Background: an optimization exercise with open tools, aiming at small area. Do not read the settings as production practice. RTL that was checked went through simulation tests only; none was proved equivalent to the original. No functional check of the RTL was part of runs 6 and 7. In runs 6 to 8 the design's own scripts or RTL, not TritonCTS, make the clock network. The clock input has no modelled driver; a real chip could not lean on it and would need a root buffer or a full tree. Power is estimated from default activity; no workload was simulated.

$ cat flow/design.v
module project(clk,rst,echo,trigger,seg1,seg,seg2,seg3);
input clk,rst,echo;
output trigger;
output [6:0]seg;
output [6:0]seg1;
output [6:0]seg2;
output [6:0]seg3;
reg [8:0] q;
wire cwrap = q[7] & q[6] & q[5] & q[3] & q[2] & q[1] & q[0];
wire qload = rst | cwrap;
always @(posedge clk)
  q <= qload ? 9'b111111011 : {q[7:0], ~(q[8] ^ q[3])};
reg [5:0] h;
reg p;
wire hlast = h[5] & h[4] & ~h[2] & ~h[1] & ~h[0];
always @(posedge clk) begin
  if (rst | (cwrap & hlast)) h <= 6'd0;
  else if (cwrap) h <= {h[4:0], ~(h[5] ^ h[0])};
  p <= ~rst & (p ^ cwrap);
end
assign trigger = hlast;
wire upd = cwrap & ~p;
reg inp;
reg [1:0] a;
reg [3:0] b;
reg [2:0] c;
reg e;
wire az = ~a[1] & ~a[0];
wire bz = (b == 4'd0);
wire cz = (c == 3'd0);
always @(posedge clk) begin
  inp <= ~rst & echo;
  if (~inp) begin
    a <= 2'b00; b <= 4'd12; c <= 3'd5; e <= 1'b0;
  end else begin
    a <= {az & ~bz, a[1] | (az & bz)};
    if (az) b <= bz ? {3'b110, cz} : b - 4'd1;
    if (az & bz) c <= cz ? {1'b1, ~e, e} : c - 3'd1;
    if (az & bz & cz) e <= ~e;
  end
end
function [6:0] dec(input [3:0] v);
  begin
    dec[0] = ((v[0] & ~v[3]));
    dec[1] = ((~v[0] & ~v[2]) | (v[0] & v[1] & ~v[3]));
    dec[2] = ((v[0] & v[1]) | (~v[0] & ~v[3]));
    dec[3] = ((v[1] & ~v[3]));
    dec[4] = ((~v[0] & v[3]));
    dec[5] = ((v[0] & ~v[2] & v[3]));
    dec[6] = ((v[1] & v[2]));
  end
endfunction
function [3:0] inc(input [3:0] v, input t);
  begin
    inc[0] = v[0] ^ (t & ((v[2])));
    inc[1] = v[1] ^ (t & ((~v[2])));
    inc[2] = v[2] ^ (t & ((~v[3])));
    inc[3] = v[3] ^ (t & ~((~v[1] & ~v[3]) | (v[0] & v[1] & v[3])));
  end
endfunction
function [3:0] last(input [3:0] v, input t);
  begin
    last[0] = v[0] ^ (t & ((v[2])));
    last[1] = v[1] ^ (t & ((~v[2])));
    last[2] = v[2] ^ (t & ((~v[3])));
    last[3] = v[3] ^ (t & ~((~v[1] & ~v[3]) | (v[0] & v[1] & v[3])));
  end
endfunction
function nine(input [3:0] v);
  nine = ((~v[0] & ~v[1] & v[2]));
endfunction
reg [15:0] r;
wire clr = rst | (echo & ~inp);
wire t0 = az & echo & inp;
wire t1 = t0 & nine(r[3:0]);
wire t2 = t1 & nine(r[7:4]);
wire t3 = t2 & nine(r[11:8]);
always @(posedge clk)
  r <= clr ? 16'h1111 : {last(r[15:12], t3), inc(r[11:8], t2), inc(r[7:4], t1), inc(r[3:0], t0)};
reg [15:0] l, s;
always @(posedge clk) begin
  if (~inp) l <= r;
  if (upd) s <= l;
end
assign seg  = dec(s[3:0]);
assign seg1 = dec(s[7:4]);
assign seg2 = dec(s[11:8]);
assign seg3 = dec(s[15:12]);
endmodule
$ cat flow/flow/run.sh
#!/bin/bash
# Standard ORFS flow with two changes to how the layout is made:
#  - synthesis maps logic with an area-oriented ABC script (flow/abc_area.script)
#  - port buffers use the smallest buffer cell
set -euo pipefail
rm -rf scripts_mod
cp -r "$FLOW_HOME/scripts" scripts_mod
cp flow/abc_area.script scripts_mod/abc_area.script
bash standard.sh SCRIPTS_DIR="$PWD/scripts_mod" BUFFER_PORTS_ARGS="-buffer_cell sky130_fd_sc_hd__buf_1" CTS_ARGS="-sink_clustering_enable -repair_clock_nets -dont_use_dummy_load -buf_list sky130_fd_sc_hd__clkbuf_8 -sink_clustering_size 40 -sink_clustering_max_diameter 300" finish > standard.log 2>&1
$ cat flow/flow/abc_area.script
strash
dch
amap
topo
$ cat flow/standard.sh
#!/bin/bash
# synth_recipe.tcl (not shown) runs the flow's synth.tcl, then flattens the netlist and writes it again
# the make line also repeats each setting of config.mk as NAME=value (left out here)
make -C /OpenROAD-flow-scripts/flow DESIGN_CONFIG=/design/flow/config.mk WORK_HOME=/design/flow/orfs CLKGATE_MAP_FILE= SYNTH_SCRIPT=/design/flow/synth_recipe.tcl "${@:-finish}"
$ cat flow/config.mk
export PLATFORM = sky130hd
export DESIGN_NAME = project
export DESIGN_NICKNAME = project
export VERILOG_FILES = /design/flow/design.v
export SDC_FILE = /design/flow/constraint.sdc
export NUM_CORES = 4
export LEC_CHECK = 0
export ABC_AREA = 1
export CAP_MARGIN = 20
export CORE_MARGIN = 2
export CORE_UTILIZATION = 60
export SLEW_MARGIN = 20
$ cat flow/constraint.sdc
create_clock -name core_clock -period 20.0 [get_ports {clk}]
set_input_delay 4.0000 -clock core_clock [delete_from_list [all_inputs] [get_ports {clk}]]
set_output_delay 4.0000 -clock core_clock [all_outputs]
set_load 0.01 [all_outputs]
==> results of run 1 <==
layout make-up:
class                   count  area [µm²]  share of cell area
flip-flops and latches     75        1820               0.594
multi-input cells         146         792               0.258
inverters                  37         139              0.0453
clock buffers               9         124              0.0404
repair buffers             32         124              0.0404
well taps                  52        65.1              0.0212
worst max-delay path: cells and delay by family:
kind | cells | cell delay, ps
AND/OR/NAND/NOR | 6 | 2140
buffers and inverters | 6 | 1180
AO/OA/AOI/OAI | 1 | 200
cell usage in the layout (no fill, tap or decap), types with 2 or more instances in the layout:
cell type	count
nor3_1	7
dfxtp_1	43
a32oi_1	3
a211oi_1	5
a21oi_1	14
clkinv_1	37
nand2_1	11
buf_1	31
nor2b_1	4
a211o_1	2
o22ai_1	3
or3_1	9
a311oi_1	4
nor2_1	52
o21ai_0	8
a22oi_1	6
ha_1	3
clkbuf_8	9
nor4_1	4
edfxtp_1	32
state kept, by name, indices dropped and copies added, names as in the netlist, 2 cells and up:
name,count
l,16
a,2
q,9
h,6
r,16
c,3
s,16
b,4
worst paths after layout:
path | startpoint | endpoint
worst max-delay path | echo | r[14]
worst min-delay path | q[4] | q[5]
worst max register to register | inp | r[14]
worst min register to register | q[4] | q[5]
layer usage:
metal	vias up	track usage
met5	-	0
li1	986	-
met2	54	0.267
met3	0	0.0675
met1	823	0.213
met4	0	0.0901
cells by family after synthesis:
logic type | after synthesis
compound gates | 51
buf+inv | 37
flops | 75
simple gates | 91
xor+xnor | 1
fa+ha+maj | 3
power by group:
group	leakage, nW	switching [mW]	internal, mW	total, mW
Combinational	0.336	0.0164	0.00844	0.0249
Sequential	0.652	0.00407	0.168	0.172
Clock	0.0647	0.0444	0.0401	0.0845
Total	1.05	0.0649	0.217	0.281
==> impl_metrics.py, run 1 <==
metrics = {
    "critical_path": {
        "crit_path_cell_trace": "buf_1 -> clkinv_1 -> nor3_1 -> clkinv_1 -> nor4_1 -> clkinv_1 -> nor4_1 -> clkinv_1 -> nor4_1 -> clkinv_1 -> nor2_1 -> nor2_1 -> a211oi_1",
        "crit_top_cell": "clkinv_1",
        "cp_data_required_time_ps": 20250,
        "worstSetupEndpointType": "flop",
        "max_stage_delay_ps": 540,
        "setup.worst_path.start_class": "input port",
        "cp_slowest_cell": "nor4_1",
        "crit_path_max_fanout": 4,
        "critPathArrivalTime_ps": 7510,
        "rrSetupSlack_ps": 15350,
        "crit_type": "input port to flop",
        "rr_worst_depth": 12,
    },
    "place": {
        "io_buffers": 31,
        "detailed_place_hpwl_um": 2830,
        "placed_area_um2": 2940,
        "placed_cells": 342,
        "gp_congestion": 0.840,
        "place_ws_ps": 12460,
    },
    "detailed_routing": {
        "drtPass1Iterations": 5,
        "avgRoutedWirePerCell_um": 11.4,
        "wl_met1_um": 1940,
        "met3_length_um": 209,
        "first_iter_violations": 99,
        "wirelength_um": 4020,
        "drc": 0,
        "num_vias": 1863,
        "wl_met2_um": 1870,
        "top_layer": "met3",
        "via_per_inst": 5.31,
        "ant_nets": 0,
    },
    "synth": {
        "synth_area_leaders": "edfxtp_1 (35%), dfxtp_1 (31%), nor2_1 (7.1%), clkinv_1 (5.1%), a21oi_1 (2.5%)",
        "syn-num-nets": 264,
        "async_reset_ff_frac": 0,
        "synth-xor-area-share": 0.00319,
        "synth_top_area_frac": 0.350,
        "synthAdderAreaFrac": 0.0137,
        "synth_top_family_by_area": "simple AND/OR/NAND/NOR gates",
        "synthFlopType": "dfxtp_1",
        "synthDistinctLibCells": 29,
        "syn_avg_cell_area_um2": 10.7,
        "yosys_warnings": 1,
        "synth_top_area_cell": "edfxtp_1",
        "synth_edf_count": 32,
        "yosysMostFrequentCell": "nor2_1",
        "yosys-top-cells-count": "nor2_1 (52), dfxtp_1 (43), clkinv_1 (37), edfxtp_1 (32), a21oi_1 (14)",
        "synthCells": 258,
        "synth.area.mux_share": 0,
        "syn-cell-area_um2": 2750,
        "synth-compound-area-share": 0.123,
        "synthSimpleGateAreaFrac": 0.147,
        "yosys_register_bits": 75,
        "seq_area_frac_synth": 0.663,
    },
    "min_path": {
        "worstHoldPathType": "flop to flop",
        "min_path_cells": 1,
    },
    "timing": {
        "whs_ps": 409,
        "post-route-min-period_ps": 7260,
        "finClkSkew_ps": 17.4,
        "max_slew_margin": 0.473,
        "fin_crit_sh": 0.363,
        "hold_viol": 0,
        "setup_viol": 0,
        "setup-tns-final_ps": 0,
        "layout_setup_ws_ps": 12740,
        "rsz0062_at_grt": "no",
        "max_freq_mhz": 138,
        "slew_violations": 0,
        "tightest_slew_ps": 786,
    },
    "floorplanning": {
        "die_area_um2": 5140,
        "rows": 24,
        "ioPinCount": 32,
        "core_um2": 4380,
        "start_util": 0.627,
        "die_w_um": 71.7,
        "die_h_um": 71.7,
    },
    "cts": {
        "hold_buffers": 0,
        "cts.repair.resized": 0,
        "insertion_delay_ps": 330,
        "cts_setup_buffers": 0,
        "cts_max_level": 3,
        "cts_sinks": 75,
        "cts_buffer_depth": 2,
        "tritoncts": "yes",
        "cts_made_buffers": 9,
        "clk_pin_slew_worst_paths_ps": 70,
        "root_buffer": "clkbuf_8",
    },
    "global_route": {
        "antenna_found_initial": 0,
        "grt_pass1_wl_um": 6750,
        "grt_max_degree": 26,
        "overflow": 0,
        "grt_pass1_vias": 1607,
        "grt_usage": 0.174,
    },
    "run_status": {
        "status": "no timing/DRC/antenna violations",
    },
    "pwr": {
        "total_power_mw": 0.281,
        "ir_worst_vdd_uv": 60.0,
        "cellPowerDensity_nw_per_um2": 91.8,
        "leakagePower_nw": 1.05,
    },
    "cells_and_area": {
        "n_fill_cell": 335,
        "final_area_um2": 3070,
        "instances_no_fill": 351,
        "drive_gt1_frac": 0.0368,
        "n_antenna_cell": 0,
        "nNetsFinal": 307,
        "post-route-util": 0.699,
        "area_growth_syn_to_layout_pct": 11.5,
    },
    "run": {
        "cap_violations": 0,
    },
}
==> run 2: changes to the inputs <==
==> flow/flow/run.sh (replaced) <==
#!/bin/bash
# Standard ORFS flow with two changes to how the layout is made:
#  - synthesis maps logic with an area-oriented ABC script (flow/abc_area.script)
#  - port buffers use the smallest buffer cell
set -euo pipefail
rm -rf scripts_mod
cp -r "$FLOW_HOME/scripts" scripts_mod
cp flow/abc_area.script scripts_mod/abc_area.script
bash standard.sh SCRIPTS_DIR="$PWD/scripts_mod" BUFFER_PORTS_ARGS="-buffer_cell sky130_fd_sc_hd__buf_1" CTS_ARGS="-sink_clustering_enable -repair_clock_nets -dont_use_dummy_load -buf_list sky130_fd_sc_hd__clkbuf_4 -sink_clustering_size 30 -sink_clustering_max_diameter 300 -sink_clustering_levels 1" finish > standard.log 2>&1
==> impl_metrics.py, run 2 <==
metrics = {
    "cells_and_area": {
        "post-route-util": 0.686,
        "drive_gt1_frac": 0.0368,
        "reg_top3": "l x16, r x16, s x16",
        "nNetsFinal": 307,
        "n_antenna_cell": 0,
        "layout_common_cells": "nor2_1 (52), dfxtp_1 (43), clkinv_1 (37), edfxtp_1 (32), buf_1 (31)",
        "area_growth_syn_to_layout_pct": 9.47,
        "layout_commonest_cell": "nor2_1",
        "instances_no_fill": 351,
        "final_area_um2": 3010,
    },
    "synth": {
        "synth_area_leaders": "edfxtp_1 (35%), dfxtp_1 (31%), nor2_1 (7.1%), clkinv_1 (5.1%), a21oi_1 (2.5%)",
        "syn_avg_cell_area_um2": 10.7,
        "synthCells": 258,
        "yosysMostFrequentCell": "nor2_1",
        "yosys_register_bits": 75,
        "syn-num-nets": 264,
        "synth_top_area_frac": 0.350,
        "seq_area_frac_synth": 0.663,
        "synthFlopType": "dfxtp_1",
        "async_reset_ff_frac": 0,
        "synthDistinctLibCells": 29,
        "synth_edf_count": 32,
        "synth_top_area_cell": "edfxtp_1",
        "yosys-top-cells-count": "nor2_1 (52), dfxtp_1 (43), clkinv_1 (37), edfxtp_1 (32), a21oi_1 (14)",
        "syn-cell-area_um2": 2750,
        "yosys_warnings": 1,
    },
    "detailed_routing": {
        "first_iter_violations": 87,
        "via_per_inst": 5.32,
        "drc": 0,
        "wirelength_um": 4040,
        "avgRoutedWirePerCell_um": 11.5,
        "ant_nets": 0,
        "num_vias": 1866,
        "drtPass1Iterations": 4,
    },
    "timing": {
        "slew_violations": 0,
        "rsz0062_at_grt": "no",
        "max_slew_margin": 0.484,
        "max_freq_mhz": 140,
        "finClkSkew_ps": 27.8,
        "hold_viol": 0,
        "layout_setup_ws_ps": 12860,
        "setup_viol": 0,
        "fin_crit_sh": 0.357,
        "tightest_slew_ps": 769,
        "setup-tns-final_ps": 0,
        "post-route-min-period_ps": 7140,
    },
    "cts": {
        "cts.repair.resized": 0,
        "cts_setup_buffers": 0,
        "hold_buffers": 0,
        "clk_pin_slew_worst_paths_ps": 110,
        "cts_max_level": 3,
        "tritoncts": "yes",
        "cts_made_buffers": 9,
        "insertion_delay_ps": 410,
        "root_buffer": "clkbuf_4",
        "cts_buffer_depth": 2,
        "cts_sinks": 75,
    },
    "place": {
        "placed_cells": 342,
        "gp_congestion": 0.840,
        "place_ws_ps": 12460,
        "io_buffers": 31,
        "placed_area_um2": 2940,
        "detailed_place_hpwl_um": 2830,
    },
    "pwr": {
        "ir_worst_vdd_uv": 44.0,
        "cellPowerDensity_nw_per_um2": 86.4,
        "leakagePower_nw": 1.03,
    },
    "critical_path": {
        "crit_path_max_fanout": 4,
        "critPathArrivalTime_ps": 7470,
        "setup.worst_path.start_class": "input port",
        "cp_data_required_time_ps": 20330,
        "crit_type": "input port to flop",
        "worstSetupEndpointType": "flop",
        "max_stage_delay_ps": 530,
        "crit_path_cell_trace": "buf_1 -> clkinv_1 -> nor3_1 -> clkinv_1 -> nor4_1 -> clkinv_1 -> nor4_1 -> clkinv_1 -> nor4_1 -> clkinv_1 -> nor2_1 -> nor2_1 -> a211oi_1",
        "cp_slowest_cell": "nor4_1",
        "crit_top_cell": "clkinv_1",
    },
    "floorplanning": {
        "rows": 24,
        "die_w_um": 71.7,
        "ioPinCount": 32,
        "die_h_um": 71.7,
        "core_um2": 4380,
        "die_area_um2": 5140,
        "start_util": 0.627,
    },
    "run_status": {
        "status": "no timing/DRC/antenna violations",
    },
    "global_route": {
        "grt_pass1_wl_um": 6770,
        "antenna_found_initial": 0,
        "grt_max_degree": 26,
        "grt_usage": 0.174,
        "grt_pass1_vias": 1603,
        "overflow": 0,
    },
    "run": {
        "cap_violations": 0,
    },
    "min_path": {
        "worstHoldPathType": "flop to flop",
    },
}
## run 2: cell counts after synthesis
No cell type changed its count.
## run 2: area by class of cell
class                      instances  area, µm²
sequential                        75       1820
multi-input combinational        146        792
timing repair buffer              32        124
inverter                          37        139
fill                             343       1380
tap                               52       65.1
clock buffer                       9       67.6
## run 2: where the power goes
part	switching [mW]	total [mW]	internal, mW	leakage (nW)
sequential	0.00406	0.172	0.168	0.652
combinational	0.0165	0.0249	0.00844	0.336
clock	0.0421	0.0631	0.0209	0.0414
total	0.0627	0.260	0.197	1.03
## run 2: stage by stage
step / hold slack (ps) / total power, mW
global placement: 388 / 0.200
global route: 438 / 0.271
detailed placement: 400 / 0.201
floorplan: 384 / 0.192
finish: 417 / 0.260
CTS: 418 / 0.262
## run 2: layer usage
metal  routed length, µm  vias up  GRT usage
met5                   0        -          0
met4                  77        0     0.0964
met3                 214        8     0.0633
met2                1770       45      0.269
met1                1980      818      0.213
li1                    -      995          -
## run 2: critical path, delay by kind of cell
kind,cells,cell delay [ps]
and+or+nand+nor,6,2100
AOI/OAI and AO/OA,1,200
buffers and inverters,6,1170
## run 2: cell families (layout without fill, tap and decap cells)
group	Yosys count	in the layout	synth area share
AO/OA/AOI/OAI	51	51	0.123
XOR/XNOR	1	1	0.00319
adder cells (fa/ha/maj)	3	3	0.0137
buffers and inverters	37	78	0.0505
flip-flops	75	75	0.663
AND/OR/NAND/NOR	91	91	0.147
## run 2: final timing paths
path	to	cells after the start	slack, ps	startpoint
worst min register to register	q[5]	1	420	q[4]
worst max register to register	r[14]	12	15420	inp
worst min-delay path	q[5]	1	420	q[4]
worst max-delay path	r[14]	13	12860	echo
==> run 3: changes to the inputs <==
==> flow/flow/run.sh (replaced) <==
#!/bin/bash
# Standard ORFS flow with two changes to how the layout is made:
#  - synthesis maps logic with an area-oriented ABC script (flow/abc_area.script)
#  - port buffers use the smallest buffer cell
set -euo pipefail
rm -rf scripts_mod
cp -r "$FLOW_HOME/scripts" scripts_mod
cp flow/abc_area.script scripts_mod/abc_area.script
bash standard.sh SCRIPTS_DIR="$PWD/scripts_mod" BUFFER_PORTS_ARGS="-buffer_cell sky130_fd_sc_hd__buf_1" CTS_ARGS="-sink_clustering_enable -repair_clock_nets -dont_use_dummy_load -buf_list sky130_fd_sc_hd__clkbuf_16 -sink_clustering_size 80 -sink_clustering_max_diameter 1000" finish > standard.log 2>&1
==> impl_metrics.py, run 3 <==
metrics = {
    "cells_and_area": {
        "layout_commonest_cell": "nor2_1",
        "nNetsFinal": 307,
        "reg_top3": "l x16, r x16, s x16",
        "ff_latch_area_um2": 1820,
        "multi_input_area_um2": 792,
        "final_area_um2": 3170,
        "area_growth_syn_to_layout_pct": 15.2,
        "n_antenna_cell": 0,
        "layout_common_cells": "nor2_1 (52), dfxtp_1 (43), clkinv_1 (37), edfxtp_1 (32), buf_1 (31)",
        "n_fill_cell": 326,
        "drive_gt1_frac": 0.0368,
    },
    "cts": {
        "cts_sinks": 75,
        "hold_buffers": 0,
        "cts_made_buffers": 9,
        "cts_setup_buffers": 0,
        "insertion_delay_ps": 320,
        "tritoncts": "yes",
        "cts.repair.resized": 0,
        "root_buffer": "clkbuf_16",
        "cts_buffer_depth": 2,
        "clk_pin_slew_worst_paths_ps": 50,
        "cts_max_level": 3,
    },
    "synth": {
        "yosys_warnings": 1,
        "yosysMostFrequentCell": "nor2_1",
        "synth_area_leaders": "edfxtp_1 (35%), dfxtp_1 (31%), nor2_1 (7.1%), clkinv_1 (5.1%), a21oi_1 (2.5%)",
        "seq_area_frac_synth": 0.663,
        "synthDistinctLibCells": 29,
        "syn-cell-area_um2": 2750,
        "async_reset_ff_frac": 0,
        "yosys-top-cells-count": "nor2_1 (52), dfxtp_1 (43), clkinv_1 (37), edfxtp_1 (32), a21oi_1 (14)",
        "synth_edf_count": 32,
        "synth_top_area_frac": 0.350,
        "syn-num-nets": 264,
        "synthCells": 258,
        "synthFlopType": "dfxtp_1",
        "synth_top_area_cell": "edfxtp_1",
        "yosys_register_bits": 75,
        "syn_avg_cell_area_um2": 10.7,
    },
    "floorplanning": {
        "die_h_um": 71.7,
        "rows": 24,
        "die_area_um2": 5140,
        "core_um2": 4380,
        "ioPinCount": 32,
        "die_w_um": 71.7,
        "start_util": 0.627,
    },
    "min_path": {
        "worstHoldPathType": "flop to flop",
        "hold_end": "q[5]",
        "worstHoldStart": "q[4]",
        "min_path_cells": 1,
    },
    "global_route": {
        "grt_max_degree": 26,
        "grt_pass1_wl_um": 6840,
        "grt_usage": 0.174,
        "antenna_found_initial": 0,
        "overflow": 0,
        "grt_pass1_vias": 1631,
    },
    "run": {
        "cap_violations": 0,
    },
    "timing": {
        "fin_crit_sh": 0.366,
        "max_slew_margin": 0.479,
        "rsz0062_at_grt": "no",
        "tightest_slew_ps": 776,
        "post-route-min-period_ps": 7330,
        "setup_viol": 0,
        "hold_viol": 0,
        "finClkSkew_ps": 11.8,
        "slew_violations": 0,
        "setup-tns-final_ps": 0,
        "max_freq_mhz": 137,
    },
    "detailed_routing": {
        "drc": 0,
        "avgRoutedWirePerCell_um": 11.7,
        "ant_nets": 0,
        "via_per_inst": 5.33,
        "first_iter_violations": 92,
        "wirelength_um": 4120,
        "drtPass1Iterations": 4,
        "num_vias": 1871,
    },
    "pwr": {
        "cellPowerDensity_nw_per_um2": 103,
        "ir_worst_vdd_uv": 62.0,
        "leakagePower_nw": 1.10,
    },
    "critical_path": {
        "crit_path_max_fanout": 4,
        "rr_worst_depth": 12,
        "setup.worst_path.start_class": "input port",
        "cp_slowest_cell": "nor4_1",
        "cp_data_required_time_ps": 20240,
        "critPathArrivalTime_ps": 7560,
        "crit_type": "input port to flop",
        "r2r_end": "r[14]",
        "worstSetupEndpointType": "flop",
        "crit_path_cell_trace": "buf_1 -> clkinv_1 -> nor3_1 -> clkinv_1 -> nor4_1 -> clkinv_1 -> nor4_1 -> clkinv_1 -> nor4_1 -> clkinv_1 -> nor2_1 -> nor2_1 -> a211oi_1",
        "cp-startpoint": "echo",
        "max_stage_delay_ps": 550,
        "r2r-start": "inp",
        "rrSetupSlack_ps": 15310,
        "crit_top_cell": "clkinv_1",
    },
    "place": {
        "placed_area_um2": 2940,
        "io_buffers": 31,
        "gp_congestion": 0.840,
        "detailed_place_hpwl_um": 2830,
    },
    "run_status": {
        "status": "no timing/DRC/antenna violations",
    },
}
run 3: cell type report:
| class | instances | share of cell area |
|---|---|---|
| sequential | 75 | 0.575 |
| multi-input combinational | 146 | 0.250 |
| timing repair buffer | 32 | 0.0391 |
| inverter | 37 | 0.0439 |
| clock buffer | 9 | 0.0711 |
| tap | 52 | 0.0205 |
run 3: metrics by stage:
stage	instances	hold slack, ps	power, mW	setup WS [ps]	utilization
finish	351	405	0.326	12670	0.722
global route	351	427	0.336	12090	0.722
CTS	351	407	0.328	12750	0.721
detailed placement	342	400	0.201	12460	0.670
global placement	342	388	0.200	12660	0.670
floorplan	258	384	0.192	13130	-
run 3: worst max-delay path by stage:
| stage | end | cells after the start |
|---|---|---|
| final | r[14] | 13 |
| after floorplan | r[14] | 12 |
| after global routing | r[14] | 13 |
| after detailed placement | r[14] | 13 |
| after CTS | r[14] | 13 |
| after global placement | r[14] | 13 |
run 3: logic make-up (layout without fill, tap and decap cells):
| kind of cell | Yosys count | after routing | synth area share |
|---|---|---|---|
| AOI/OAI and AO/OA | 51 | 51 | 0.123 |
| xor gates and xnor gates | 1 | 1 | 0.00319 |
| adders and majority gates | 3 | 3 | 0.0137 |
| buffers and inverters | 37 | 78 | 0.0505 |
| DFF | 75 | 75 | 0.663 |
| and+or+nand+nor | 91 | 91 | 0.147 |
run 3: where the power goes:
group	switching (mW)	internal, mW
Sequential	0.00412	0.168
Clock	0.0496	0.0786
Combinational	0.0165	0.00844
run 3: critical path, delay by kind of cell:
| family | cells | cell delay, ps |
|---|---|---|
| simple gates | 6 | 2180 |
| buf+inv | 6 | 1190 |
| compound gates | 1 | 200 |
run 3: per-layer routing:
layer / global-route usage / vias to the layer above / part of all wire
li1: - / 987 / -
met1: 0.220 / 828 / 0.49
met2: 0.276 / 49 / 0.44
met3: 0.0380 / 7 / 0.047
met4: 0.103 / 0 / 0.017
met5: 0 / - / 0
==> run 4: changes to the inputs <==
==> flow/flow/run.sh (replaced) <==
#!/bin/bash
# Standard ORFS flow with two changes to how the layout is made:
#  - synthesis maps logic with an area-oriented ABC script (flow/abc_area.script)
#  - port buffers use the smallest buffer cell
set -euo pipefail
rm -rf scripts_mod
cp -r "$FLOW_HOME/scripts" scripts_mod
cp flow/abc_area.script scripts_mod/abc_area.script
bash standard.sh SCRIPTS_DIR="$PWD/scripts_mod" BUFFER_PORTS_ARGS="-buffer_cell sky130_fd_sc_hd__buf_1" CTS_ARGS="-sink_clustering_enable -repair_clock_nets -dont_use_dummy_load -buf_list sky130_fd_sc_hd__clkbuf_4 -sink_clustering_size 25 -sink_clustering_max_diameter 100" finish > standard.log 2>&1
==> impl_metrics.py, run 4 <==
metrics = {
    "run_status": {
        "status": "no timing/DRC/antenna violations",
    },
    "detailed_routing": {
        "avgRoutedWirePerCell_um": 11.5,
        "via_per_inst": 5.32,
        "drc": 0,
        "num_vias": 1866,
        "wirelength_um": 4040,
        "first_iter_violations": 87,
        "ant_nets": 0,
        "drtPass1Iterations": 4,
    },
    "synth": {
        "synthDistinctLibCells": 29,
        "synth_area_leaders": "edfxtp_1 (35%), dfxtp_1 (31%), nor2_1 (7.1%), clkinv_1 (5.1%), a21oi_1 (2.5%)",
        "syn-num-nets": 264,
        "synthCells": 258,
        "yosys_warnings": 1,
        "synthFlopType": "dfxtp_1",
        "synth_top_area_frac": 0.350,
        "yosysMostFrequentCell": "nor2_1",
        "seq_area_frac_synth": 0.663,
        "yosys-top-cells-count": "nor2_1 (52), dfxtp_1 (43), clkinv_1 (37), edfxtp_1 (32), a21oi_1 (14)",
        "syn_avg_cell_area_um2": 10.7,
        "syn-cell-area_um2": 2750,
        "yosys_register_bits": 75,
        "synth_top_area_cell": "edfxtp_1",
        "async_reset_ff_frac": 0,
        "synth_edf_count": 32,
    },
    "place": {
        "detailed_place_hpwl_um": 2830,
        "gp_congestion": 0.840,
        "place_ws_ps": 12460,
        "io_buffers": 31,
    },
    "cts": {
        "tritoncts": "yes",
        "cts.repair.resized": 0,
        "cts_sinks": 75,
        "insertion_delay_ps": 410,
        "cts_max_level": 3,
        "clk_pin_slew_worst_paths_ps": 110,
        "root_buffer": "clkbuf_4",
        "cts_setup_buffers": 0,
        "cts_buffer_depth": 2,
        "hold_buffers": 0,
        "cts_made_buffers": 9,
    },
    "timing": {
        "max_slew_margin": 0.484,
        "slew_violations": 0,
        "tightest_slew_ps": 769,
        "setup_viol": 0,
        "rsz0062_at_grt": "no",
        "layout_setup_ws_ps": 12860,
        "hold_viol": 0,
        "setup-tns-final_ps": 0,
        "max_freq_mhz": 140,
        "fin_crit_sh": 0.357,
        "post-route-min-period_ps": 7140,
        "finClkSkew_ps": 27.8,
    },
    "min_path": {
        "hold_end": "q[5]",
        "worstHoldPathType": "flop to flop",
        "worstHoldStart": "q[4]",
        "min_path_cells": 1,
    },
    "cells_and_area": {
        "layout_commonest_cell": "nor2_1",
        "layout_common_cells": "nor2_1 (52), dfxtp_1 (43), clkinv_1 (37), edfxtp_1 (32), buf_1 (31)",
        "nNetsFinal": 307,
        "post-route-util": 0.686,
        "n_antenna_cell": 0,
        "reg_top3": "l x16, r x16, s x16",
        "drive_gt1_frac": 0.0368,
        "area_growth_syn_to_layout_pct": 9.47,
    },
    "floorplanning": {
        "die_h_um": 71.7,
        "rows": 24,
        "core_um2": 4380,
        "start_util": 0.627,
        "die_w_um": 71.7,
        "ioPinCount": 32,
        "die_area_um2": 5140,
    },
    "critical_path": {
        "setup.worst_path.start_class": "input port",
        "cp_data_required_time_ps": 20330,
        "rrSetupSlack_ps": 15420,
        "rr_worst_depth": 12,
        "r2r-start": "inp",
        "worstSetupEndpointType": "flop",
        "crit_type": "input port to flop",
        "critPathArrivalTime_ps": 7470,
        "r2r_end": "r[14]",
        "crit_path_max_fanout": 4,
    },
    "run": {
        "cap_violations": 0,
    },
    "pwr": {
        "leakagePower_nw": 1.03,
        "ir_worst_vdd_uv": 44.0,
        "cellPowerDensity_nw_per_um2": 86.4,
    },
    "global_route": {
        "grt_pass1_wl_um": 6770,
        "overflow": 0,
        "grt_max_degree": 26,
        "grt_usage": 0.174,
        "antenna_found_initial": 0,
        "grt_pass1_vias": 1603,
    },
}
## run 4: changes by cell type in the layout (fill, tap and decap cells not counted)
cell       before  now
clkbuf_16       9    0
clkbuf_4        0    9
## run 4: worst max-delay path by stage
stage | startpoint | endpoint | slack (ps) | depth (start not counted)
floorplan | echo | r[14] | 13130 | 12
global placement | echo | r[14] | 12660 | 13
detailed placement | echo | r[14] | 12460 | 13
CTS | echo | r[14] | 12890 | 13
global route | echo | r[14] | 12290 | 13
finish | echo | r[14] | 12860 | 13
## run 4: area by class of cell
class | count | area [µm²]
inverters | 37 | 139
multi-input cells | 146 | 792
repair buffers | 32 | 124
clock buffers | 9 | 67.6
flip-flops and latches | 75 | 1820
well taps | 52 | 65.1
fillers | 343 | 1380
## run 4: report_power, final
| part | internal [mW] | leakage, nW | switching, mW | total (mW) |
|---|---|---|---|---|
| clock | 0.0209 | 0.0414 | 0.0421 | 0.0631 |
| sequential | 0.168 | 0.652 | 0.00406 | 0.172 |
| combinational | 0.00844 | 0.336 | 0.0165 | 0.0249 |
## run 4: per-layer routing
metal / track usage / part of all wire / vias to the layer above
met5: 0 / 0 / -
met4: 0.0964 / 0.019 / 0
met3: 0.0633 / 0.053 / 8
met2: 0.269 / 0.44 / 45
met1: 0.213 / 0.49 / 818
li1: - / - / 995
## run 4: worst max-delay path, cell delays in order
cell and delay, ps:
buf_1 80, clkinv_1 110, nor3_1 380, clkinv_1 220, nor4_1 490, clkinv_1 260
nor4_1 470, clkinv_1 240, nor4_1 530, clkinv_1 260, nor2_1 170, nor2_1 60
a211oi_1 200
## run 4: kinds of logic (layout without fill, tap and decap cells)
group / after synthesis / in the layout / share of synthesized area
compound gates: 51 / 51 / 0.123
xor+xnor: 1 / 1 / 0.00319
fa+ha+maj: 3 / 3 / 0.0137
buf+inv: 37 / 78 / 0.0505
flops: 75 / 75 / 0.663
simple gates: 91 / 91 / 0.147
## run 4: per-stage QoR
step	area [µm²]	cells	total power, mW	hold WS [ps]
2_1_floorplan	2750	258	0.192	384
3_3_place_gp	2940	342	0.200	388
3_5_place_dp	2940	342	0.201	400
4_1_cts	3010	351	0.262	418
5_1_grt	3010	351	0.271	438
6_report	3010	351	0.260	417
==> run 5: changes to the inputs <==
--- a/flow/design.v
+++ b/flow/design.v
@@ -41,33 +41,33 @@
 end
 function [6:0] dec(input [3:0] v);
   begin
-    dec[0] = ((v[0] & ~v[3]));
-    dec[1] = ((~v[0] & ~v[2]) | (v[0] & v[1] & ~v[3]));
-    dec[2] = ((v[0] & v[1]) | (~v[0] & ~v[3]));
-    dec[3] = ((v[1] & ~v[3]));
-    dec[4] = ((~v[0] & v[3]));
-    dec[5] = ((v[0] & ~v[2] & v[3]));
-    dec[6] = ((v[1] & v[2]));
+    dec[0] = ~((v[0] & ~v[1]) | (~v[2]));
+    dec[1] = ((~v[0] & v[2]) | (~v[2] & ~v[3]));
+    dec[2] = ~((v[0] & v[1]) | (~v[0] & ~v[1] & ~v[2]));
+    dec[3] = ((~v[1] & v[2]));
+    dec[4] = ((v[1] & ~v[3]));
+    dec[5] = ((~v[0] & ~v[2]));
+    dec[6] = ((v[2] & ~v[3]));
   end
 endfunction
 function [3:0] inc(input [3:0] v, input t);
   begin
     inc[0] = v[0] ^ (t & ((v[2])));
-    inc[1] = v[1] ^ (t & ((~v[2])));
-    inc[2] = v[2] ^ (t & ((~v[3])));
-    inc[3] = v[3] ^ (t & ~((~v[1] & ~v[3]) | (v[0] & v[1] & v[3])));
+    inc[1] = v[1] ^ (t & ((v[1]) | (v[2]) | (v[0] & v[3])));
+    inc[2] = v[2] ^ (t & ((~v[1])));
+    inc[3] = v[3] ^ (t & ((v[0] & v[2])));
   end
 endfunction
 function [3:0] last(input [3:0] v, input t);
   begin
     last[0] = v[0] ^ (t & ((v[2])));
-    last[1] = v[1] ^ (t & ((~v[2])));
-    last[2] = v[2] ^ (t & ((~v[3])));
-    last[3] = v[3] ^ (t & ~((~v[1] & ~v[3]) | (v[0] & v[1] & v[3])));
+    last[1] = v[1] ^ (t & ((v[1]) | (v[2])));
+    last[2] = v[2] ^ (t & ((~v[1])));
+    last[3] = v[3] ^ (t & ((v[0] & v[2])));
   end
 endfunction
 function nine(input [3:0] v);
-  nine = ((~v[0] & ~v[1] & v[2]));
+  nine = ((v[0] & ~v[1] & v[3]));
 endfunction
 reg [15:0] r;
 wire clr = rst | (echo & ~inp);
@@ -76,7 +76,7 @@
 wire t2 = t1 & nine(r[7:4]);
 wire t3 = t2 & nine(r[11:8]);
 always @(posedge clk)
-  r <= clr ? 16'h1111 : {last(r[15:12], t3), inc(r[11:8], t2), inc(r[7:4], t1), inc(r[3:0], t0)};
+  r <= clr ? 16'hffff : {last(r[15:12], t3), inc(r[11:8], t2), inc(r[7:4], t1), inc(r[3:0], t0)};
 reg [15:0] l, s;
 always @(posedge clk) begin
   if (~inp) l <= r;
==> flow/flow/abc_area.script (replaced) <==
strash
&get -n
&deepsyn -T 30
&put
dch
amap
topo
==> impl_metrics.py, run 5 <==
metrics = {
    "global_route": {
        "antenna_found_initial": 0,
        "grt_usage": 0.183,
        "grt_pass1_wl_um": 7000,
        "grt_max_degree": 24,
        "overflow": 0,
        "grt_pass1_vias": 1535,
    },
    "detailed_routing": {
        "drc": 0,
        "avgRoutedWirePerCell_um": 11.5,
        "first_iter_violations": 70,
        "ant_nets": 0,
        "wl_met1_um": 1960,
        "num_vias": 1760,
        "top_layer": "met4",
        "drtPass1Iterations": 4,
        "met3_length_um": 172,
        "wl_met2_um": 1730,
        "via_per_inst": 5.16,
        "wirelength_um": 3910,
    },
    "timing": {
        "max_freq_mhz": 177,
        "slew_violations": 0,
        "tightest_slew_ps": 806,
        "setup_viol": 0,
        "hold_viol": 0,
        "rsz0062_at_grt": "no",
        "setup-tns-final_ps": 0,
        "post-route-min-period_ps": 5660,
        "fin_crit_sh": 0.283,
        "finClkSkew_ps": 29.7,
        "max_slew_margin": 0.463,
    },
    "pwr": {
        "leakagePower_nw": 0.961,
        "cellPowerDensity_nw_per_um2": 85.8,
        "ir_worst_vdd_uv": 55.1,
    },
    "synth": {
        "synthCells": 249,
        "yosysMostFrequentCell": "nor2_1",
        "synthFlopType": "dfxtp_1",
        "yosys_register_bits": 75,
        "synth_top_family_by_area": "simple AND/OR/NAND/NOR gates",
        "synth-compound-area-share": 0.109,
        "yosys-top-cells-count": "nor2_1 (47), dfxtp_1 (43), clkinv_1 (37), edfxtp_1 (32), o21ai_0 (16)",
        "synth_area_leaders": "edfxtp_1 (36%), dfxtp_1 (32%), nor2_1 (6.6%), clkinv_1 (5.2%), o22ai_1 (3.1%)",
        "syn-cell-area_um2": 2660,
        "synthSimpleGateAreaFrac": 0.139,
        "synth-xor-area-share": 0,
        "synth_top_area_frac": 0.362,
        "synth_top_area_cell": "edfxtp_1",
        "synth_edf_count": 32,
        "synthAdderAreaFrac": 0.0141,
        "synth.area.mux_share": 0,
        "syn_avg_cell_area_um2": 10.7,
        "async_reset_ff_frac": 0,
        "seq_area_frac_synth": 0.686,
        "yosys_warnings": 1,
        "synthDistinctLibCells": 22,
        "syn-num-nets": 255,
    },
    "cts": {
        "hold_buffers": 0,
        "cts_setup_buffers": 0,
        "cts_max_level": 3,
        "cts_sinks": 75,
        "insertion_delay_ps": 390,
        "cts_made_buffers": 9,
        "clk_pin_slew_worst_paths_ps": 90,
        "root_buffer": "clkbuf_4",
        "cts_buffer_depth": 2,
        "tritoncts": "yes",
        "cts.repair.resized": 0,
    },
    "cells_and_area": {
        "area_growth_syn_to_layout_pct": 9.38,
        "instances_no_fill": 341,
        "layout_common_cells": "nor2_1 (47), dfxtp_1 (43), clkinv_1 (37), edfxtp_1 (32), buf_1 (31)",
        "layout_commonest_cell": "nor2_1",
        "n_fill_cell": 327,
        "nNetsFinal": 297,
        "n_antenna_cell": 0,
        "drive_gt1_frac": 0.0311,
        "reg_top3": "l x16, r x16, s x16",
    },
    "place": {
        "io_buffers": 31,
        "placed_cells": 332,
        "gp_congestion": 0.798,
        "detailed_place_hpwl_um": 2730,
    },
    "critical_path": {
        "setup.worst_path.start_class": "input port",
        "cp_slowest_cell": "nor3_1",
        "crit_path_max_fanout": 5,
        "worstSetupEndpointType": "flop",
        "critPathArrivalTime_ps": 5930,
        "max_stage_delay_ps": 320,
        "cp_data_required_time_ps": 20270,
        "crit_type": "input port to flop",
        "crit_path_cell_trace": "buf_1 -> clkinv_1 -> nor3_1 -> nand3_1 -> nor2_1 -> nand3_1 -> nor2_1 -> nand3_1 -> nor2_1 -> nand2_1 -> a21oi_1 -> o21ai_0",
    },
    "min_path": {
        "worstHoldPathType": "flop to flop",
    },
    "floorplanning": {
        "start_util": 0.618,
        "core_um2": 4290,
        "die_h_um": 70.5,
        "die_w_um": 70.5,
        "rows": 24,
        "die_area_um2": 4970,
        "ioPinCount": 32,
    },
    "run": {
        "cap_violations": 0,
    },
    "run_status": {
        "status": "no timing/DRC/antenna violations",
    },
}
[run 5: logic make-up after synthesis]
logic type | after synthesis
buffers and inverters | 37
flip-flops | 75
adder cells (fa/ha/maj) | 3
AO/OA/AOI/OAI | 50
AND/OR/NAND/NOR | 84
[run 5: final cells by class]
class,instances,area (µm²),area share
clock buffers,9,67.6,0.0233
inverters,37,139,0.0478
multi-input cells,137,694,0.239
flip-flops and latches,75,1820,0.627
well taps,52,65.1,0.0224
repair buffers,31,116,0.0401
[run 5: path summary, 6_finish.rpt]
path | end | from | slack (ps) | cells past startpoint
setup / recovery | r[15] | echo | 14340 | 12
hold / removal | s[2] | l[2] | 420 | 0
setup reg to reg | r[13] | inp | 17370 | 4
hold reg to reg | s[2] | l[2] | 420 | 0
[run 5: worst max-delay path, delay by kind of cell]
family / cells / cell delay [ps]
AND/OR/NAND/NOR: 8 / 1500
buffers and inverters: 2 / 200
AO/OA/AOI/OAI: 2 / 230
[run 5: routing by layer]
metal,global-route usage,vias to the layer above
li1,-,940
met1,0.250,771
met2,0.266,41
met3,0.0433,8
met4,0.109,0
met5,0,-
[run 5: through the flow]
| stage | total power [mW] | worst slack (ps) | instance area, µm² | utilization | hold WS [ps] |
|---|---|---|---|---|---|
| after floorplan | 0.186 | 14350 | 2660 | - | 394 |
| after global placement | 0.190 | 14050 | 2840 | 0.661 | 399 |
| after detailed placement | 0.191 | 13950 | 2840 | 0.661 | 405 |
| after CTS | 0.252 | 14350 | 2900 | 0.676 | 427 |
| after global routing | 0.262 | 14030 | 2900 | 0.676 | 435 |
| final | 0.249 | 14340 | 2900 | 0.676 | 424 |
[run 5: power breakdown]
part           switching (mW)  internal (mW)  leakage (nW)  total [mW]
Sequential            0.00300          0.166         0.582       0.169
Combinational          0.0125        0.00573         0.338      0.0183
Clock                  0.0410         0.0210        0.0414      0.0619
Total                  0.0565          0.193         0.961       0.249
==> run 6: changes to the inputs <==
--- a/flow/design.v
+++ b/flow/design.v
@@ -20,20 +20,21 @@
 end
 assign trigger = hlast;
 wire upd = cwrap & ~p;
-reg inp;
 reg [1:0] a;
 reg [3:0] b;
 reg [2:0] c;
 reg e;
+wire idle = a[1] & a[0];
 wire az = ~a[1] & ~a[0];
 wire bz = (b == 4'd0);
 wire cz = (c == 3'd0);
 always @(posedge clk) begin
-  inp <= ~rst & echo;
-  if (~inp) begin
-    a <= 2'b00; b <= 4'd12; c <= 3'd5; e <= 1'b0;
+  if (rst | ~echo) a <= 2'b11;
+  else if (idle) a <= 2'b00;
+  else a <= {az & ~bz, a[1] | (az & bz)};
+  if (idle) begin
+    b <= 4'd12; c <= 3'd5; e <= 1'b0;
   end else begin
-    a <= {az & ~bz, a[1] | (az & bz)};
     if (az) b <= bz ? {3'b110, cz} : b - 4'd1;
     if (az & bz) c <= cz ? {1'b1, ~e, e} : c - 3'd1;
     if (az & bz & cz) e <= ~e;
@@ -70,8 +71,8 @@
   nine = ((v[0] & ~v[1] & v[3]));
 endfunction
 reg [15:0] r;
-wire clr = rst | (echo & ~inp);
-wire t0 = az & echo & inp;
+wire clr = rst | (echo & idle);
+wire t0 = az & echo;
 wire t1 = t0 & nine(r[3:0]);
 wire t2 = t1 & nine(r[7:4]);
 wire t3 = t2 & nine(r[11:8]);
@@ -79,7 +80,7 @@
   r <= clr ? 16'hffff : {last(r[15:12], t3), inc(r[11:8], t2), inc(r[7:4], t1), inc(r[3:0], t0)};
 reg [15:0] l, s;
 always @(posedge clk) begin
-  if (~inp) l <= r;
+  if (idle) l <= r;
   if (upd) s <= l;
 end
 assign seg  = dec(s[3:0]);
==> flow/flow/run.sh (replaced) <==
#!/bin/bash
# Standard ORFS flow with these changes to how the layout is made:
#  - synthesis maps logic with an area-oriented ABC script (flow/abc_area.script)
#  - port buffers use the smallest buffer cell
#  - clock buffering by flow/cts_manual.tcl: the clock port drives 4 clock
#    buffers, each driving one quadrant's registers (in place of TritonCTS)
set -euo pipefail
rm -rf scripts_mod
cp -r "$FLOW_HOME/scripts" scripts_mod
cp flow/abc_area.script scripts_mod/abc_area.script
cp flow/cts_manual.tcl scripts_mod/cts_manual.tcl
python3 - <<'PY'
p = 'scripts_mod/cts.tcl'
s = open(p).read()
old = 'log_cmd clock_tree_synthesis {*}$cts_args'
assert old in s
open(p, 'w').write(s.replace(old, 'source $::env(SCRIPTS_DIR)/cts_manual.tcl'))
PY
export MANUAL_CTS_CELL=${MANUAL_CTS_CELL:-sky130_fd_sc_hd__clkbuf_8}
export MANUAL_CTS_COLS=${MANUAL_CTS_COLS:-2}
export MANUAL_CTS_ROWS=${MANUAL_CTS_ROWS:-2}
bash standard.sh SCRIPTS_DIR="$PWD/scripts_mod" BUFFER_PORTS_ARGS="-buffer_cell sky130_fd_sc_hd__buf_1" finish > standard.log 2>&1
==> flow/flow/cts_manual.tcl (new file) <==
# Clock buffering in place of TritonCTS: the clock port drives a few clock
# buffers, each of which drives the clock pins of one group of nearby registers.
set block [ord::get_db_block]
set db [ord::get_db]
set master [$db findMaster $::env(MANUAL_CTS_CELL)]
set clknet [$block findNet clk]
set ffs {}
foreach it [$clknet getITerms] {
  lappend ffs [list [$it getInst] [lindex [[$it getInst] getLocation] 0] [lindex [[$it getInst] getLocation] 1]]
}
proc split_by {items idx parts} {
  set s [lsort -real -index $idx $items]
  set n [llength $s]
  set out {}
  for {set k 0} {$k < $parts} {incr k} {
    lappend out [lrange $s [expr {$k * $n / $parts}] [expr {($k + 1) * $n / $parts - 1}]]
  }
  return $out
}
set groups {}
foreach col [split_by $ffs 1 $::env(MANUAL_CTS_COLS)] {
  foreach g [split_by $col 2 $::env(MANUAL_CTS_ROWS)] { lappend groups $g }
}
set k 0
foreach g $groups {
  set sx 0; set sy 0
  foreach f $g { set sx [expr {$sx + [lindex $f 1]}]; set sy [expr {$sy + [lindex $f 2]}] }
  set n [llength $g]
  set buf [odb::dbInst_create $block $master "clkbuf_leaf_$k"]
  set net [odb::dbNet_create $block "clknet_leaf_$k"]
  $net setSigType CLOCK
  [$buf findITerm A] connect $clknet
  [$buf findITerm X] connect $net
  foreach f $g {
    set it [[lindex $f 0] findITerm CLK]
    $it disconnect
    $it connect $net
  }
  $buf setLocation [expr {int($sx / $n)}] [expr {int($sy / $n)}]
  $buf setPlacementStatus PLACED
  incr k
}
puts "manual clock buffering: [llength $groups] buffers of $::env(MANUAL_CTS_CELL) for [llength $ffs] registers"
set_propagated_clock [all_clocks]
==> impl_metrics.py, run 6 <==
metrics = {
    "run_status": {
        "status": "no timing/DRC/antenna violations",
    },
    "floorplanning": {
        "die_w_um": 70.2,
        "core_um2": 4290,
        "die_area_um2": 4930,
        "start_util": 0.613,
        "die_h_um": 70.2,
        "rows": 24,
        "ioPinCount": 32,
    },
    "critical_path": {
        "max_stage_delay_ps": 190,
        "setup.worst_path.start_class": "input port",
        "crit_path_cell_trace": "buf_1 -> clkinv_1 -> nor2_1 -> clkinv_1 -> nor2_1 -> nand3_1 -> nor2_1 -> nand3_1 -> nor2_1 -> nand3_1 -> nor2_1 -> nand2_1 -> a21oi_1 -> o21ai_0",
        "crit_cells": 14,
        "critPathTopFamily": "simple AND/OR/NAND/NOR gates",
        "crit_top_cell": "nor2_1",
        "critPathArrivalTime_ps": 5900,
        "rrSetupSlack_ps": 17370,
        "cp_slowest_cell": "nand3_1",
        "crit_path_max_fanout": 5,
        "crit_type": "input port to flop",
        "worst-path-buf-inv": 3,
        "worstSetupEndpointType": "flop",
        "cp-startpoint": "echo",
        "rr_worst_depth": 6,
        "r2r-start": "a[0]",
        "cp_data_required_time_ps": 20060,
    },
    "timing": {
        "max_slew_margin": 0.502,
        "slew_violations": 0,
        "max_freq_mhz": 171,
        "hold_viol": 0,
        "setup_viol": 0,
        "tightest_slew_ps": 747,
        "finClkSkew_ps": 5.03,
        "setup-tns-final_ps": 0,
        "rsz0062_at_grt": "no",
        "post-route-min-period_ps": 5840,
        "fin_crit_sh": 0.292,
    },
    "detailed_routing": {
        "num_vias": 1702,
        "first_iter_violations": 87,
        "wirelength_um": 3630,
        "avgRoutedWirePerCell_um": 10.9,
        "via_per_inst": 5.10,
        "drtPass1Iterations": 4,
        "drc": 0,
        "ant_nets": 0,
    },
    "pwr": {
        "ir_worst_vdd_uv": 56.3,
        "switching_share": 0.194,
        "net-switching-power_mw": 0.0441,
        "p_comb_frac": 0.054,
        "cellInternalPower_mw": 0.184,
        "p_seq_frac": 0.718,
        "p_clk_frac": 0.229,
        "cellPowerDensity_nw_per_um2": 79.4,
        "leakagePower_nw": 0.915,
    },
    "synth": {
        "yosys_warnings": 1,
        "syn-cell-area_um2": 2630,
        "syn_avg_cell_area_um2": 10.7,
        "async_reset_ff_frac": 0,
        "synth_top_area_cell": "edfxtp_1",
        "synthFlopType": "dfxtp_1",
        "synthDistinctLibCells": 23,
        "synthCells": 247,
        "yosysMostFrequentCell": "nor2_1",
        "yosys-top-cells-count": "nor2_1 (43), dfxtp_1 (42), clkinv_1 (36), edfxtp_1 (32), o21ai_0 (17)",
        "synth_area_leaders": "edfxtp_1 (37%), dfxtp_1 (32%), nor2_1 (6.1%), clkinv_1 (5.1%), o22ai_1 (3.3%)",
        "seq_area_frac_synth": 0.684,
        "yosys_register_bits": 74,
        "syn-num-nets": 253,
        "synth_top_area_frac": 0.365,
        "synth_edf_count": 32,
    },
    "global_route": {
        "grt_usage": 0.152,
        "grt_pass1_wl_um": 6340,
        "grt_pass1_vias": 1452,
        "overflow": 0,
        "antenna_found_initial": 0,
        "grt_max_degree": 20,
    },
    "cells_and_area": {
        "layout_common_cells": "nor2_1 (43), dfxtp_1 (42), clkinv_1 (36), edfxtp_1 (32), buf_1 (31)",
        "n_antenna_cell": 0,
        "n_fill_cell": 343,
        "final_area_um2": 2870,
        "reg_top3": "l x16, r x16, s x16",
        "post-route-util": 0.668,
        "nNetsFinal": 290,
        "layout_commonest_cell": "nor2_1",
        "drive_gt1_frac": 0.0142,
        "area_growth_syn_to_layout_pct": 8.98,
    },
    "place": {
        "io_buffers": 31,
        "detailed_place_hpwl_um": 2750,
        "placed_area_um2": 2810,
        "gp_congestion": 0.794,
    },
    "run": {
        "cap_violations": 0,
    },
    "cts": {
        "hold_buffers": 0,
        "clk_pin_slew_worst_paths_ps": 100,
        "cts_setup_buffers": 0,
        "cts.repair.resized": 0,
        "insertion_delay_ps": 160,
    },
    "min_path": {
        "worstHoldStart": "l[13]",
        "worstHoldPathType": "flop to flop",
        "min_path_cells": 0,
    },
}
-- run 6: layout make-up --
| class | count | area [µm²] | area share |
|---|---|---|---|
| Inverter | 36 | 135 | 0.0471 |
| Sequential cell | 74 | 1800 | 0.628 |
| Buffer | 4 | 55.1 | 0.0192 |
| Multi-Input combinational cell | 137 | 696 | 0.242 |
| Timing Repair Buffer | 31 | 116 | 0.0406 |
| Tap cell | 52 | 65.1 | 0.0227 |
-- run 6: worst paths after layout --
check,end
setup / recovery,r[15]
hold / removal,s[13]
setup reg to reg,r[1]
hold reg to reg,s[13]
-- run 6: cell families after synthesis --
logic type / after synthesis / synth area share
buf+inv: 36 / 0.0513
compound gates: 52 / 0.113
fa+ha+maj: 3 / 0.0143
flops: 74 / 0.684
simple gates: 82 / 0.137
-- run 6: power by group through the flow --
stage,clock (mW),combinational (mW),sequential [mW]
floorplan,0,0.00924,0.166
global placement,0,0.0122,0.167
detailed placement,0,0.0124,0.167
CTS,0.0539,0.0124,0.164
global route,0.0594,0.0141,0.164
finish,0.0521,0.0122,0.163
-- run 6: metal layers --
layer / up-vias / global-route usage / part of all wire
met1: 750 / 0.218 / 0.49
met5: - / 0 / 0
met2: 27 / 0.260 / 0.46
met4: 0 / 0.0256 / 0.020
met3: 9 / 0.0101 / 0.026
li1: 916 / - / -
-- run 6: stage by stage --
stage          power, mW  setup slack (ps)  hold WS (ps)  std cells
6_report           0.228             14160           429        334
5_1_grt            0.237             13810           438        334
4_1_cts            0.230             14150           430        334
3_5_place_dp       0.179             13970           403        330
3_3_place_gp       0.179             14030           400        330
2_1_floorplan      0.176             14340           394        247
==> run 7: changes to the inputs <==
--- a/flow/flow/run.sh
+++ b/flow/flow/run.sh
@@ -16,7 +16,7 @@
 assert old in s
 open(p, 'w').write(s.replace(old, 'source $::env(SCRIPTS_DIR)/cts_manual.tcl'))
 PY
-export MANUAL_CTS_CELL=${MANUAL_CTS_CELL:-sky130_fd_sc_hd__clkbuf_8}
+export MANUAL_CTS_CELL=${MANUAL_CTS_CELL:-sky130_fd_sc_hd__buf_6}
 export MANUAL_CTS_COLS=${MANUAL_CTS_COLS:-2}
 export MANUAL_CTS_ROWS=${MANUAL_CTS_ROWS:-2}
 bash standard.sh SCRIPTS_DIR="$PWD/scripts_mod" BUFFER_PORTS_ARGS="-buffer_cell sky130_fd_sc_hd__buf_1" finish > standard.log 2>&1
==> impl_metrics.py, run 7 <==
metrics = {
    "run_status": {
        "status": "no timing/DRC/antenna violations",
    },
    "global_route": {
        "grt_pass1_vias": 1458,
        "grt_pass1_wl_um": 6350,
        "overflow": 0,
        "antenna_found_initial": 0,
        "grt_max_degree": 20,
        "grt_usage": 0.152,
    },
    "place": {
        "gp_congestion": 0.794,
        "placed_area_um2": 2810,
        "place_ws_ps": 13970,
        "detailed_place_hpwl_um": 2750,
        "io_buffers": 31,
    },
    "synth": {
        "yosysMostFrequentCell": "nor2_1",
        "syn-cell-area_um2": 2630,
        "synthSimpleGateAreaFrac": 0.137,
        "syn_avg_cell_area_um2": 10.7,
        "synth_top_family_by_area": "simple AND/OR/NAND/NOR gates",
        "synth_top_area_frac": 0.365,
        "yosys_warnings": 1,
        "yosys-top-cells-count": "nor2_1 (43), dfxtp_1 (42), clkinv_1 (36), edfxtp_1 (32), o21ai_0 (17)",
        "synth-xor-area-share": 0,
        "syn-num-nets": 253,
        "synth_top_area_cell": "edfxtp_1",
        "synthAdderAreaFrac": 0.0143,
        "yosys_register_bits": 74,
        "async_reset_ff_frac": 0,
        "synthFlopType": "dfxtp_1",
        "synth-compound-area-share": 0.113,
        "seq_area_frac_synth": 0.684,
        "synthDistinctLibCells": 23,
        "synth_edf_count": 32,
        "synthCells": 247,
        "synth_area_leaders": "edfxtp_1 (37%), dfxtp_1 (32%), nor2_1 (6.1%), clkinv_1 (5.1%), o22ai_1 (3.3%)",
        "synth.area.mux_share": 0,
    },
    "detailed_routing": {
        "drtPass1Iterations": 4,
        "drc": 0,
        "num_vias": 1699,
        "ant_nets": 0,
        "wirelength_um": 3650,
        "first_iter_violations": 87,
        "avgRoutedWirePerCell_um": 10.9,
        "via_per_inst": 5.09,
    },
    "timing": {
        "fin_crit_sh": 0.293,
        "setup_viol": 0,
        "finClkSkew_ps": 6.90,
        "layout_setup_ws_ps": 14140,
        "tightest_slew_ps": 747,
        "setup-tns-final_ps": 0,
        "max_slew_margin": 0.502,
        "whs_ps": 431,
        "slew_violations": 0,
        "max_freq_mhz": 171,
        "rsz0062_at_grt": "no",
        "post-route-min-period_ps": 5860,
        "hold_viol": 0,
    },
    "floorplanning": {
        "rows": 24,
        "die_h_um": 70.2,
        "die_w_um": 70.2,
        "start_util": 0.613,
        "core_um2": 4290,
        "ioPinCount": 32,
        "die_area_um2": 4930,
    },
    "cells_and_area": {
        "layout_commonest_cell": "nor2_1",
        "drive_gt1_frac": 0.0142,
        "area_growth_syn_to_layout_pct": 8.60,
        "nNetsFinal": 290,
        "layout_common_cells": "nor2_1 (43), dfxtp_1 (42), clkinv_1 (36), edfxtp_1 (32), buf_1 (31)",
        "final_area_um2": 2860,
        "reg_top3": "l x16, r x16, s x16",
        "n_antenna_cell": 0,
    },
    "critical_path": {
        "critPathArrivalTime_ps": 5900,
        "crit_type": "input port to flop",
        "cp_slowest_cell": "nand3_1",
        "max_stage_delay_ps": 190,
        "crit_path_max_fanout": 5,
        "crit_path_cell_trace": "buf_1 -> clkinv_1 -> nor2_1 -> clkinv_1 -> nor2_1 -> nand3_1 -> nor2_1 -> nand3_1 -> nor2_1 -> nand3_1 -> nor2_1 -> nand2_1 -> a21oi_1 -> o21ai_0",
        "setup.worst_path.start_class": "input port",
        "worstSetupEndpointType": "flop",
        "worst-path-buf-inv": 3,
        "critPathTopFamily": "simple AND/OR/NAND/NOR gates",
        "cp_data_required_time_ps": 20040,
        "crit_top_cell": "nor2_1",
    },
    "pwr": {
        "cellPowerDensity_nw_per_um2": 78.9,
        "leakagePower_nw": 0.911,
        "total_power_mw": 0.226,
        "ir_worst_vdd_uv": 54.4,
    },
    "cts": {
        "cts.repair.resized": 0,
        "hold_buffers": 0,
        "insertion_delay_ps": 140,
        "clk_pin_slew_worst_paths_ps": 110,
        "cts_setup_buffers": 0,
    },
    "run": {
        "cap_violations": 0,
    },
    "min_path": {
        "worstHoldPathType": "flop to flop",
    },
}
-- run 7: worst paths after layout --
kind / from / end / slack (ps) / depth (start not counted)
worst max register to register: a[0] / r[1] / 17370 / 6
worst min register to register: l[13] / s[13] / 430 / 0
worst min-delay path: l[13] / s[13] / 430 / 0
worst max-delay path: echo / r[15] / 14140 / 14
-- run 7: through the flow --
step,cells,util
floorplan,247,-
global route,334,0.666
finish,334,0.666
CTS,334,0.666
global placement,330,0.655
detailed placement,330,0.655
-- run 7: cell families (layout without fill, tap and decap cells) --
family	Yosys count	count (layout)
AOI/OAI and AO/OA	52	52
adders and majority gates	3	3
buffers and inverters	36	71
and+or+nand+nor	82	82
DFF	74	74
-- run 7: final cells by class --
cell class / instances / area, µm²
Tap cell: 52 / 65.1
Multi-Input combinational cell: 137 / 696
Fill cell: 346 / 1440
Inverter: 36 / 135
Sequential cell: 74 / 1800
Timing Repair Buffer: 31 / 116
Buffer: 4 / 45.0
-- run 7: routing by layer --
layer / track usage / vias to the layer above / wire length (µm)
met5: 0 / - / 0
met4: 0.0192 / 0 / 31
met3: 0.0159 / 5 / 121
met2: 0.260 / 27 / 1700
met1: 0.218 / 751 / 1790
li1: - / 916 / -
-- run 7: report_power, final --
group | internal (mW) | switching, mW
Clock | 0.0162 | 0.0336
Sequential | 0.162 | 0.00179
Combinational | 0.00336 | 0.00886
==> run 8: changes to the inputs <==
--- a/flow/design.v
+++ b/flow/design.v
@@ -26,17 +26,17 @@
 reg e;
 wire idle = a[1] & a[0];
 wire az = ~a[1] & ~a[0];
-wire bz = (b == 4'd0);
-wire cz = (c == 3'd0);
+wire bz = (b == 4'd13);
+wire cz = (c == 3'd6);
 always @(posedge clk) begin
   if (rst | ~echo) a <= 2'b11;
   else if (idle) a <= 2'b00;
   else a <= {az & ~bz, a[1] | (az & bz)};
   if (idle) begin
-    b <= 4'd12; c <= 3'd5; e <= 1'b0;
+    b <= 4'd1; c <= 3'd1; e <= 1'b0;
   end else begin
-    if (az) b <= bz ? {3'b110, cz} : b - 4'd1;
-    if (az & bz) c <= cz ? {1'b1, ~e, e} : c - 3'd1;
+    if (az) b <= bz ? {3'b000, ~cz} : {b[3] ^ (b[2] & b[1] & b[0]), b[2] ^ (b[1] & b[0]), b[1] ^ b[0], ~b[0]};
+    if (az & bz) c <= cz ? {2'b00, e} : {c[2] ^ (c[1] & c[0]), c[1] ^ c[0], ~c[0]};
     if (az & bz & cz) e <= ~e;
   end
 end
--- a/flow/flow/run.sh
+++ b/flow/flow/run.sh
@@ -2,8 +2,8 @@
 # Standard ORFS flow with these changes to how the layout is made:
 #  - synthesis maps logic with an area-oriented ABC script (flow/abc_area.script)
 #  - port buffers use the smallest buffer cell
-#  - clock buffering by flow/cts_manual.tcl: the clock port drives 4 clock
-#    buffers, each driving one quadrant's registers (in place of TritonCTS)
+#  - clock buffering by flow/cts_manual.tcl: the clock port drives 4
+#    buffers (buf_6), each driving one quadrant's registers (in place of TritonCTS)
 set -euo pipefail
 rm -rf scripts_mod
 cp -r "$FLOW_HOME/scripts" scripts_mod
==> impl_metrics.py, run 8 <==
metrics = {
    "synth": {
        "syn-cell-area_um2": 2600,
        "synth_top_area_frac": 0.369,
        "synth_top_area_cell": "edfxtp_1",
        "yosys_warnings": 1,
        "syn_avg_cell_area_um2": 10.6,
        "synthFlopType": "dfxtp_1",
        "synthDistinctLibCells": 23,
        "yosys_register_bits": 74,
        "synth_edf_count": 32,
        "async_reset_ff_frac": 0,
        "synthCells": 246,
        "syn-num-nets": 250,
        "seq_area_frac_synth": 0.692,
        "yosys-top-cells-count": "nor2_1 (50), dfxtp_1 (42), clkinv_1 (35), edfxtp_1 (32)",
        "synth_area_leaders": "edfxtp_1 (37%), dfxtp_1 (32%), nor2_1 (7.2%), clkinv_1 (5.0%), o22ai_1 (3.1%)",
        "yosysMostFrequentCell": "nor2_1",
    },
    "timing": {
        "fin_crit_sh": 0.294,
        "layout_setup_ws_ps": 14110,
        "slew_violations": 0,
        "setup_viol": 0,
        "rsz0062_at_grt": "no",
        "max_freq_mhz": 170,
        "post-route-min-period_ps": 5890,
        "whs_ps": 432,
        "hold_viol": 0,
        "setup-tns-final_ps": 0,
        "finClkSkew_ps": 4.37,
        "max_slew_margin": 0.512,
        "tightest_slew_ps": 732,
    },
    "cells_and_area": {
        "reg_top3": "l x16, r x16, s x16",
        "layout_common_cells": "nor2_1 (50), dfxtp_1 (42), clkinv_1 (35), edfxtp_1 (32), buf_1 (31)",
        "post-route-util": 0.694,
        "nNetsFinal": 288,
        "layout_commonest_cell": "nor2_1",
        "drive_gt1_frac": 0.0177,
        "instances_no_fill": 332,
        "n_antenna_cell": 0,
        "n_fill_cell": 322,
        "final_area_um2": 2840,
        "area_growth_syn_to_layout_pct": 8.89,
    },
    "detailed_routing": {
        "drc": 0,
        "wirelength_um": 3870,
        "met3_length_um": 127,
        "num_vias": 1717,
        "ant_nets": 0,
        "avgRoutedWirePerCell_um": 11.6,
        "first_iter_violations": 98,
        "drtPass1Iterations": 4,
        "via_per_inst": 5.17,
        "wl_met2_um": 1680,
        "wl_met1_um": 2020,
        "top_layer": "met4",
    },
    "global_route": {
        "grt_pass1_wl_um": 6800,
        "grt_usage": 0.163,
        "grt_max_degree": 21,
        "grt_pass1_vias": 1550,
        "antenna_found_initial": 0,
        "overflow": 0,
    },
    "critical_path": {
        "crit_top_cell": "nor2_1",
        "rr_worst_depth": 14,
        "cp_data_required_time_ps": 20030,
        "r2r_end": "r[15]",
        "critPathArrivalTime_ps": 5920,
        "crit_path_cell_trace": "buf_1 -> clkinv_1 -> nor2_1 -> clkinv_1 -> nor2_1 -> nand3_1 -> nor2_1 -> nand3_1 -> nor2_1 -> nand3_1 -> nor2_1 -> nand2_1 -> a21oi_1 -> o21ai_0",
        "crit_path_max_fanout": 5,
        "rrSetupSlack_ps": 17540,
        "max_stage_delay_ps": 180,
        "worstSetupEndpointType": "flop",
        "crit_type": "input port to flop",
        "r2r-start": "a[0]",
        "cp_slowest_cell": "nand3_1",
        "setup.worst_path.start_class": "input port",
    },
    "min_path": {
        "worstHoldStart": "l[7]",
        "hold_end": "s[7]",
        "worstHoldPathType": "flop to flop",
        "min_path_cells": 0,
    },
    "place": {
        "placed_area_um2": 2790,
        "gp_congestion": 0.759,
        "io_buffers": 31,
        "detailed_place_hpwl_um": 2760,
        "place_ws_ps": 13930,
        "placed_cells": 328,
    },
    "pwr": {
        "leakagePower_nw": 0.907,
        "total_power_mw": 0.226,
        "cellPowerDensity_nw_per_um2": 79.7,
        "ir_worst_vdd_uv": 61.7,
    },
    "floorplanning": {
        "core_um2": 4090,
        "ioPinCount": 32,
        "die_w_um": 69.9,
        "start_util": 0.637,
        "die_h_um": 69.9,
        "die_area_um2": 4880,
        "rows": 23,
    },
    "cts": {
        "insertion_delay_ps": 140,
        "cts.repair.resized": 0,
        "clk_pin_slew_worst_paths_ps": 110,
        "hold_buffers": 0,
        "cts_setup_buffers": 0,
    },
    "run": {
        "cap_violations": 0,
    },
    "run_status": {
        "status": "no timing/DRC/antenna violations",
    },
}
[run 8: routing by layer]
metal,GRT usage,vias up
met3,0.0115,4
met1,0.250,766
met5,0,-
met4,0.0171,0
li1,-,920
met2,0.269,27
[run 8: worst max path at each step]
stage / from / cells past startpoint / endpoint / slack [ps]
2_1_floorplan: echo / 13 / r[15] / 14340
3_3_place_gp: echo / 14 / r[15] / 14050
3_5_place_dp: echo / 14 / r[15] / 13930
4_1_cts: echo / 14 / r[15] / 14090
5_1_grt: echo / 14 / r[15] / 13700
6_report: echo / 14 / r[15] / 14110
[run 8: cells by family (layout without fill, tap and decap cells)]
| logic type | count (synthesis) | in the layout | share of synthesized area |
|---|---|---|---|
| simple gates | 84 | 84 | 0.136 |
| flops | 74 | 74 | 0.692 |
| compound gates | 52 | 52 | 0.117 |
| buf+inv | 35 | 71 | 0.0504 |
| fa+ha+maj | 1 | 1 | 0.00480 |
[run 8: power by group]
group	switching, mW	internal [mW]	leakage (nW)
Combinational	0.00924	0.00346	0.328
Clock	0.0337	0.0162	0.0242
Sequential	0.00199	0.162	0.555
Total	0.0449	0.181	0.907
[run 8: area by class of cell]
cell class	count	area (µm²)	share of cell area
plain buffers	4	45.0	0.0159
inverters	35	131	0.0463
multi-input cells	137	672	0.237
flip-flops and latches	74	1800	0.635
well taps	50	62.6	0.0221
repair buffers	32	124	0.0437
[run 8: critical path: cells and delay by family]
family / cells / cell delay (ps)
buffers and inverters: 3 / 270
AND/OR/NAND/NOR: 9 / 1410
AO/OA/AOI/OAI: 2 / 240

-- afterwards: timing with drivers on the ports --
In the flow no input, the clock included, has a driving cell. The finished layouts below were timed again as built, in two steps. Step 1 assumes that a clkbuf_16 drives the clock port and a buf_2 every other input. Step 2 times the ports against the registers' clock, not the clock port: input delays grow and output delays shrink by t, the midpoint of the rising clock arrivals with the driver on. a / b / c = no drivers / after step 1 / after step 2; a / b = the first two.
run	t (ns)	setup slack, ns
run 1	0.349	12.745 / 12.746 / 12.397
run 2	0.417	12.863 / 12.864 / 12.447
run 3	0.345	12.674 / 12.682 / 12.337
run 4	0.417	12.863 / 12.864 / 12.447
run 5	0.400	14.340 / 14.341 / 13.941
run 6	0.208	14.159 / 14.188 / 13.980
run 7	0.190	14.140 / 14.171 / 13.982
run 8	0.190	14.115 / 14.147 / 13.957
After both steps setup and hold are still met in every run listed.
